This design comes from an exercise in tuning for small area on the open sky130 flow, not from production work.
Where RTL was checked, it was by simulation tests only, not by an equivalence proof against the original.

run A:
## freq_shift
module freq_shift
  (input                clk,
   input                rst,
   input                m_axis_tvalid,
   input [11:0]         freq_step,
   input                freq_step_valid,
   input                neg_shift,
   input signed [11:0]  xi,
   input signed [11:0]  xq,
   output               s_axis_tready,
   input                m_axis_tready,
   output signed [11:0] i,
   output signed [11:0] q,
   output               s_axis_tvalid);
Settings: LEC_CHECK=0, ABC_AREA=1, CAP_MARGIN=0, CORE_MARGIN=2, CORE_UTILIZATION=40, CTS_BUF_LIST=sky130_fd_sc_hd__clkbuf_8, CTS_CLUSTER_DIAMETER=80, CTS_CLUSTER_SIZE=20, SLEW_MARGIN=0; clock period 6.0 ns.
standard.sh (not shown) runs the stock make flow with config.mk's settings and CLKGATE_MAP_FILE= SYNTH_SCRIPT=/design/flow/synth_recipe.tcl, a recipe that flattens the netlist after the stock synthesis.
==> flow/flow/run.sh <==
#!/bin/bash
# Own layout flow: the standard layout (standard.sh), with two changes to
# synthesis.  The design is synthesised by the standard script with Yosys's
# early "abc -fast" pass skipped (synth -noabc), so that extract_fa finds the
# full adders of the RTL's adder trees as written, and ORFS's final ABC
# mapping uses the area-only script flow/area.abc.  The registers are then
# checked against the standard synthesis and given its instance names; if
# they differ in any way, the standard netlist is used unchanged.  Each
# tool's output goes to a log file in the work folder.
set -uo pipefail
W=$(pwd)
R=$W/orfs/results/$FLOW_PLATFORM/freq_shift/base
OWN=$W/orfs_own/results/$FLOW_PLATFORM/freq_shift/base

bash standard.sh synth > std_synth.log 2>&1 || { echo "standard synthesis failed"; exit 1; }
cp "$R/1_2_yosys.v" ref_1_2_yosys.v

# 2. the same synthesis scripts, without the early abc pass and with the
#    area-only ABC script
sed "s#^source \$::env(SCRIPTS_DIR)/synth_preamble.tcl#&\nset abc_args [lreplace \$abc_args 1 1 $W/flow/area.abc]#" \
    "$FLOW_HOME/scripts/synth.tcl" > own_synth_main.tcl
sed -e 's/yosys synth -nofsm -noshare /yosys synth -nofsm -noshare -noabc /' \
    -e "s#^source \$::env(SCRIPTS_DIR)/synth.tcl#source $W/own_synth_main.tcl#" \
    synth_recipe.tcl > own_synth.tcl
if grep -q -- '-noabc' own_synth.tcl && grep -q own_synth_main own_synth.tcl &&
   grep -q 'flow/area.abc' own_synth_main.tcl &&
   make -C "$FLOW_HOME" DESIGN_CONFIG="$W/config.mk" WORK_HOME="$W/orfs_own" CLKGATE_MAP_FILE= \
        SYNTH_SCRIPT="$W/own_synth.tcl" synth > own_synth.log 2>&1 &&
   python3 flow/match_regs.py ref_1_2_yosys.v "$OWN/1_2_yosys.v" own_1_2_yosys.v > match_regs.log 2>&1
then
  echo "using the own synthesis"
  cp own_1_2_yosys.v "$R/1_2_yosys.v"
  rm -f "$R/1_synth.odb" "$R/1_synth.sdc"
else
  echo "own synthesis not used; keeping the standard netlist"
fi

# 3. the rest of the standard layout
bash standard.sh > std_layout.log 2>&1 || { echo "layout failed"; exit 1; }
test -f out/final.def
Other scripts of this flow, unchanged in this note and not shown: flow/flow/area.abc, flow/flow/match_regs.py
Run A: all stages complete, timing, DRC and antenna checks passed
Relative to run A, the following input files were edited for run B:
--- a/flow/config.mk
+++ b/flow/config.mk
@@ -11,4 +11,4 @@
-export CORE_UTILIZATION = 40
-export CTS_BUF_LIST = sky130_fd_sc_hd__clkbuf_8
-export CTS_CLUSTER_DIAMETER = 80
-export CTS_CLUSTER_SIZE = 20
+export CORE_UTILIZATION = 50
+export CTS_BUF_LIST = sky130_fd_sc_hd__clkbuf_16
+export CTS_CLUSTER_DIAMETER = 100
+export CTS_CLUSTER_SIZE = 30
==> comparison <==
- Run B ran to completion and came out clean on the timing, design-rule and antenna checks.
- On wire length after detailed routing, run A loses to run B.
- Run B -> run A: number of buffers inserted to repair setup after CTS delta 0, exact match
- When run B is measured against run A, its area growth from synthesis to layout turns out 0.62 points lower.
- Run B ended up with a higher overall track demand over capacity in global routing than run A did.
- Run B against run A: sum of met3 wire segment lengths after detailed routing went down 8.7%; final instance count without filler cells has decreased.
- In run B, core utilization is higher than in run A.
- Taking run A as the reference point, the post-placement cell area of run B falls by 0.92%.
For run C, these inputs were changed with respect to run B:
--- a/flow/config.mk
+++ b/flow/config.mk
@@ -11 +11 @@
-export CORE_UTILIZATION = 50
+export CORE_UTILIZATION = 40
@@ -13,2 +13,2 @@
-export CTS_CLUSTER_DIAMETER = 100
-export CTS_CLUSTER_SIZE = 30
+export CTS_CLUSTER_DIAMETER = 150
+export CTS_CLUSTER_SIZE = 24
==> summary.txt <==
- Between run B and run C, the sequential share of layout area figures differ only marginally.
- Summary of run C over run B: met3 track demand over resource has remained practically unchanged; top fanout value on the critical path fell 13; instance count on the critical path lost 1.
The following lists how run D was set up differently from run C:
--- a/flow/config.mk
+++ b/flow/config.mk
@@ -13,2 +13,2 @@
-export CTS_CLUSTER_DIAMETER = 150
-export CTS_CLUSTER_SIZE = 24
+export CTS_CLUSTER_DIAMETER = 100
+export CTS_CLUSTER_SIZE = 30
Results
Status: fmax parity (run C, run D)
The count of non-filler cells in the finished layout was comparable across run D and run C.
Worst setup slack: run D worse than run C
Status: via count of the first global-routing pass parity (run D, run C)
Diff run C..run D | number of antenna violations at the first check in global routing | unchanged
There was hardly any difference in global-route usage over all layers between run D and run C.
Measured against each other, run D and run C differ in sequential share of layout area, the lower figure coming from run D.
Run D -> run C: layout buffering overhead excluding clock cells flat

---

freq_shift, a different RTL version from the one above (not shown whole).
For scale: about 1700 cells after synthesis.
Settings: LEC_CHECK=0, ABC_AREA=1, CAP_MARGIN=20, CORE_MARGIN=2, CORE_UTILIZATION=60, CTS_BUF_LIST=sky130_fd_sc_hd__clkbuf_16, CTS_CLUSTER_DIAMETER=100, CTS_CLUSTER_SIZE=30, SLEW_MARGIN=20; clock period 6.0 ns.
==> flow/flow/area.abc <==
strash
dch -f
amap
topo
stime -c
==> flow/flow/match_regs.py <==
#!/usr/bin/env python3
"""match_regs.py REF.v MINE.v OUT.v

Gives the flip-flops of netlist MINE the instance names that the same
registers have in the reference netlist REF (the standard synthesis).  A
register is identified by its instance name without Yosys's cell-type
suffix ($_DFFE_PP_ and the like).  Exits non-zero, writing nothing, unless
both netlists have the same registers in the same cell types.
"""
import re
import sys

DECL = re.compile(r'^(\s*)sky130_fd_sc_hd__(\w+)\s+(\\\S+|[A-Za-z_]\w*)(\s*\()', re.M)
FLOP = re.compile(r'^(s?e?df\w+)_\d+$')


def flops(text):
    out = {}
    for m in DECL.finditer(text):
        typ, name = m.group(2), m.group(3)
        fm = FLOP.match(typ)
        if not fm:
            continue
        base = name.split('$_')[0]
        if base in out:
            sys.exit('duplicate register base name %s' % base)
        out[base] = (fm.group(1), name)
    return out


ref_text = open(sys.argv[1]).read()
my_text = open(sys.argv[2]).read()
ref = flops(ref_text)
mine = flops(my_text)
print('registers: reference %d, own synthesis %d' % (len(ref), len(mine)))
if set(ref) != set(mine):
    print('only in reference:', sorted(set(ref) - set(mine))[:20])
    print('only in own synthesis:', sorted(set(mine) - set(ref))[:20])
    sys.exit(1)
bad = [b for b in ref if ref[b][0] != mine[b][0]]
if bad:
    print('cell types differ:', [(b, ref[b][0], mine[b][0]) for b in bad[:20]])
    sys.exit(1)
rename = {mine[b][1]: ref[b][1] for b in ref if mine[b][1] != ref[b][1]}
print('renamed %d registers' % len(rename))


def sub(m):
    name = m.group(3)
    if name in rename:
        return '%ssky130_fd_sc_hd__%s %s%s' % (m.group(1), m.group(2), rename[name], m.group(4))
    return m.group(0)


new_text = DECL.sub(sub, my_text)
check = flops(new_text)
assert {b: v for b, v in check.items()} == ref, 'renaming failed'
open(sys.argv[3], 'w').write(new_text)
Scripts as last shown in full above: flow/flow/run.sh
Then changed:
--- a/flow/config.mk
+++ b/flow/config.mk
@@ -8,5 +8,5 @@
 export ABC_AREA = 1
-export CAP_MARGIN = 20
+export CAP_MARGIN = 0
 export CORE_MARGIN = 2
-export CORE_UTILIZATION = 60
+export CORE_UTILIZATION = 40
 export CTS_BUF_LIST = sky130_fd_sc_hd__clkbuf_16
@@ -14,2 +14,2 @@
 export CTS_CLUSTER_SIZE = 30
-export SLEW_MARGIN = 20
+export SLEW_MARGIN = 0
Worst setup slack got worse by 0.031 ns; utilization decreases by 22 points; wire length increases by 2.5%; register-to-register slack got worse by 0.03 ns; sequential share of layout area decreases by 0.54 points; synthesized area is unchanged.
Function was not checked in any run of this note: the RTL went through the layout flow alone.

---

freq_shift, a different RTL version from the one above (not shown whole).
Size in the first run: roughly 2,200 cells after synthesis, roughly 210 flip-flops.
Settings: LEC_CHECK=0, ABC_AREA=1, CAP_MARGIN=20, CORE_MARGIN=2, CORE_UTILIZATION=40, CTS_BUF_LIST=sky130_fd_sc_hd__clkbuf_4, SLEW_MARGIN=20; clock period 6.0 ns.
run.sh (not shown) runs the stock make flow with config.mk's settings and CLKGATE_MAP_FILE= SYNTH_SCRIPT=/design/flow/synth_recipe.tcl, a recipe that flattens the netlist after the stock synthesis.
Stock flow here: none of the scripts above is used.
The starting point ran to the end with no violations.
Rerun with:
- CTS_BUF_LIST: sky130_fd_sc_hd__clkbuf_4 -> unset
What happened: Final area hardly moves. Core utilization hardly moves. Fmax climbs by 0.30%. Area after synthesis stays the same. Routed wire length is about the same. Sequential share of layout area hardly moves. Critical path depth climbs by 3. Global-route usage drops by 0.23 points.
Rerun with:
- ABC_AREA: 1 -> unset
What happened: The new run ran to the end with no violations; design area rose by 5.7%; die area went up by 5.3%; hold slack improved by 0.0045 ns; global-route usage went down by 1.3 points; critical path depth does not change; worst setup slack got worse by 0.30 ns; synthesized cell count goes down by 7.3%; synthesized area grows by 5.4%.

---

freq_shift, a different RTL version from the one above (not shown whole).
For scale: about 1700 cells after synthesis, roughly 68 I/O pins, ~16000 um2 of cells after synthesis.
export LEC_CHECK = 0
export ABC_AREA = 1
export CAP_MARGIN = 20
export CORE_MARGIN = 2
export CORE_UTILIZATION = 40
export CTS_BUF_LIST = sky130_fd_sc_hd__clkbuf_8
export CTS_CLUSTER_DIAMETER = 80
export CTS_CLUSTER_SIZE = 16
export SLEW_MARGIN = 20
create_clock -name core_clock -period 6.0 [get_ports {clk}]
standard.sh (not shown) runs the stock make flow with config.mk's settings and CLKGATE_MAP_FILE= SYNTH_SCRIPT=/design/flow/synth_recipe.tcl, a recipe that flattens the netlist after the stock synthesis.
Scripts as last shown in full above: flow/flow/run.sh, flow/flow/area.abc, flow/flow/match_regs.py
Then changed:
Settings changed: CTS_BUF_LIST sky130_fd_sc_hd__clkbuf_8 to sky130_fd_sc_hd__clkbuf_16, CTS_CLUSTER_DIAMETER 80 to 100, CTS_CLUSTER_SIZE 16 to 30.
Outcome:
- via count is lower slightly
- routed wire length hardly moves
- critical path depth does not change
- cell area barely changes
- hold slack is better by 0.010 ns
- sequential share of layout area is about the same

---

## job 104
Another version of the RTL of freq_shift (not shown whole).
Size: about 2000 cells after synthesis, roughly 190 flip-flops, ~68 I/O pins, roughly 18000 µm² of cells after synthesis.
Settings: LEC_CHECK=0, ABC_AREA=1, CAP_MARGIN=20, CORE_MARGIN=2, CORE_UTILIZATION=40, SLEW_MARGIN=20; clock period 6.0 ns.
run.sh (not shown) runs the stock make flow with config.mk's settings and CLKGATE_MAP_FILE= SYNTH_SCRIPT=/design/flow/synth_recipe.tcl, a recipe that flattens the netlist after the stock synthesis.
Stock flow here: none of the scripts above is used.
Inputs modified between job 104 and job 105:
Settings: an added CTS_CLUSTER_DIAMETER of 100; an added CTS_CLUSTER_SIZE of 30; an added CTS_BUF_LIST of sky130_fd_sc_hd__clkbuf_8.
[summary]
Summary of the comparison: endpoint arrival time on the critical path is higher in job 105, relative to job 104.
As far as cell count is concerned, job 104 and job 105 perform about the same.
Clock insertion delay at the later pin of the skew report for job 105 is higher than for job 104.
Between job 105 and job 104, the final wirelength figures differ only marginally.
Per the comparison of job 105 with job 104, non-clock buffer share of cell area held; via count held.

---

## job 8405
Another version of the RTL of freq_shift (not shown whole).
Size: ~1700 cells after synthesis.
clock: 6.0 ns
lec_check: 0
abc_area: 1
cap_margin: 0
core_margin: 2
core_utilization: 40
cts_buf_list: sky130_fd_sc_hd__clkbuf_16
cts_cluster_diameter: 100
cts_cluster_size: 30
place_density: 0.8
slew_margin: 0
standard.sh (not shown) runs the stock make flow with config.mk's settings and CLKGATE_MAP_FILE= SYNTH_SCRIPT=/design/flow/synth_recipe.tcl, a recipe that flattens the netlist after the stock synthesis.
Scripts as last shown in full above: flow/flow/run.sh, flow/flow/area.abc, flow/flow/match_regs.py
## Diff of input files: job 1056 against job 8405
Settings: PLACE_DENSITY removed (was 0.8).
### Flow results
Final count of pins violating max slew: job 1056 vs job 8405 identical. Job 1056 vs job 8405: final wirelength up by a few percent. Compared with job 8405, cell area in job 1056 decreased slightly. Final worst slack delta (job 1056 − job 8405): favourable. Any difference in number of nets in the synthesized netlist between job 8405 and job 1056 is small enough to ignore. Looking at timing endpoint of the critical path, the freq_mult.sa_qs[2]$_DFFE_PP_ result is from job 1056; the freq_mult.sa_is[2]$_DFFE_PP_ one comes from job 8405. Job 8405 reports its timing startpoint of the critical path as sine_buff[1]$_SDFFCE_PP1P_ while job 1056 reports sine_buff[3]$_SDFFCE_PP1P_. For total number of tap cells, job 8405 and job 1056 come out practically identical. Final critical-path share of the clock period was higher in job 8405 than in job 1056. Compared with job 8405, in job 1056 sequential share of layout area rose 0.21 points, clock buffer instance count of the final layout now sits lower.

## static timing again, ports no longer ideal
The flow's constraints put no driver on any port. The routed layouts listed below were extracted and timed again, unchanged, in two steps.
Step 1, drivers: a clkbuf_16 drives clk and a buf_2 each remaining input, both assumed.
Step 2 moves the port delays by t, midway between the first and last clock arrival at a register: inputs arrive t later, outputs are due t later. That takes back most of the time a late clock gives input paths.
Slacks: ideal / step 1 / step 2; pairs: ideal / step 1.
| run | t, ns | setup WS [ns] | worst slew at a driven data input, ns |
|---|---|---|---|
| run A | 0.637 | 0.260 / 0.260 / 0.260 | 0.05 |
| run B | 0.536 | 0.401 / 0.401 / 0.401 | 0.04 |
| run C | 0.532 | 0.290 / 0.290 / 0.290 | 0.05 |
| run D | 0.542 | 0.282 / 0.282 / 0.282 | 0.04 |
| the first run of note 2 | 0.538 | 0.250 / 0.250 / 0.250 | 0.05 |
| the second run of note 2 | 0.551 | 0.219 / 0.219 / 0.219 | 0.04 |
| the first run of note 3 | 0.832 | 0.704 / 0.704 / 0.704 | 0.05 |
| the second run of note 3 | 0.605 | 0.720 / 0.720 / 0.720 | 0.05 |
| the third run of note 3 | 0.588 | 0.417 / 0.417 / 0.417 | 0.04 |
| the first run of note 4 | 0.612 | 0.232 / 0.232 / 0.232 | 0.05 |
| the second run of note 4 | 0.534 | 0.239 / 0.239 / 0.239 | 0.05 |
| job 104 | 0.516 | 0.355 / 0.355 / 0.355 | 0.05 |
| job 105 | 0.565 | 0.357 / 0.357 / 0.357 | 0.05 |
| job 8405 | 0.530 | 0.354 / 0.354 / 0.354 | 0.04 |
| job 1056 | 0.534 | 0.364 / 0.364 / 0.364 | 0.05 |
After both steps every run listed still meets setup and hold.
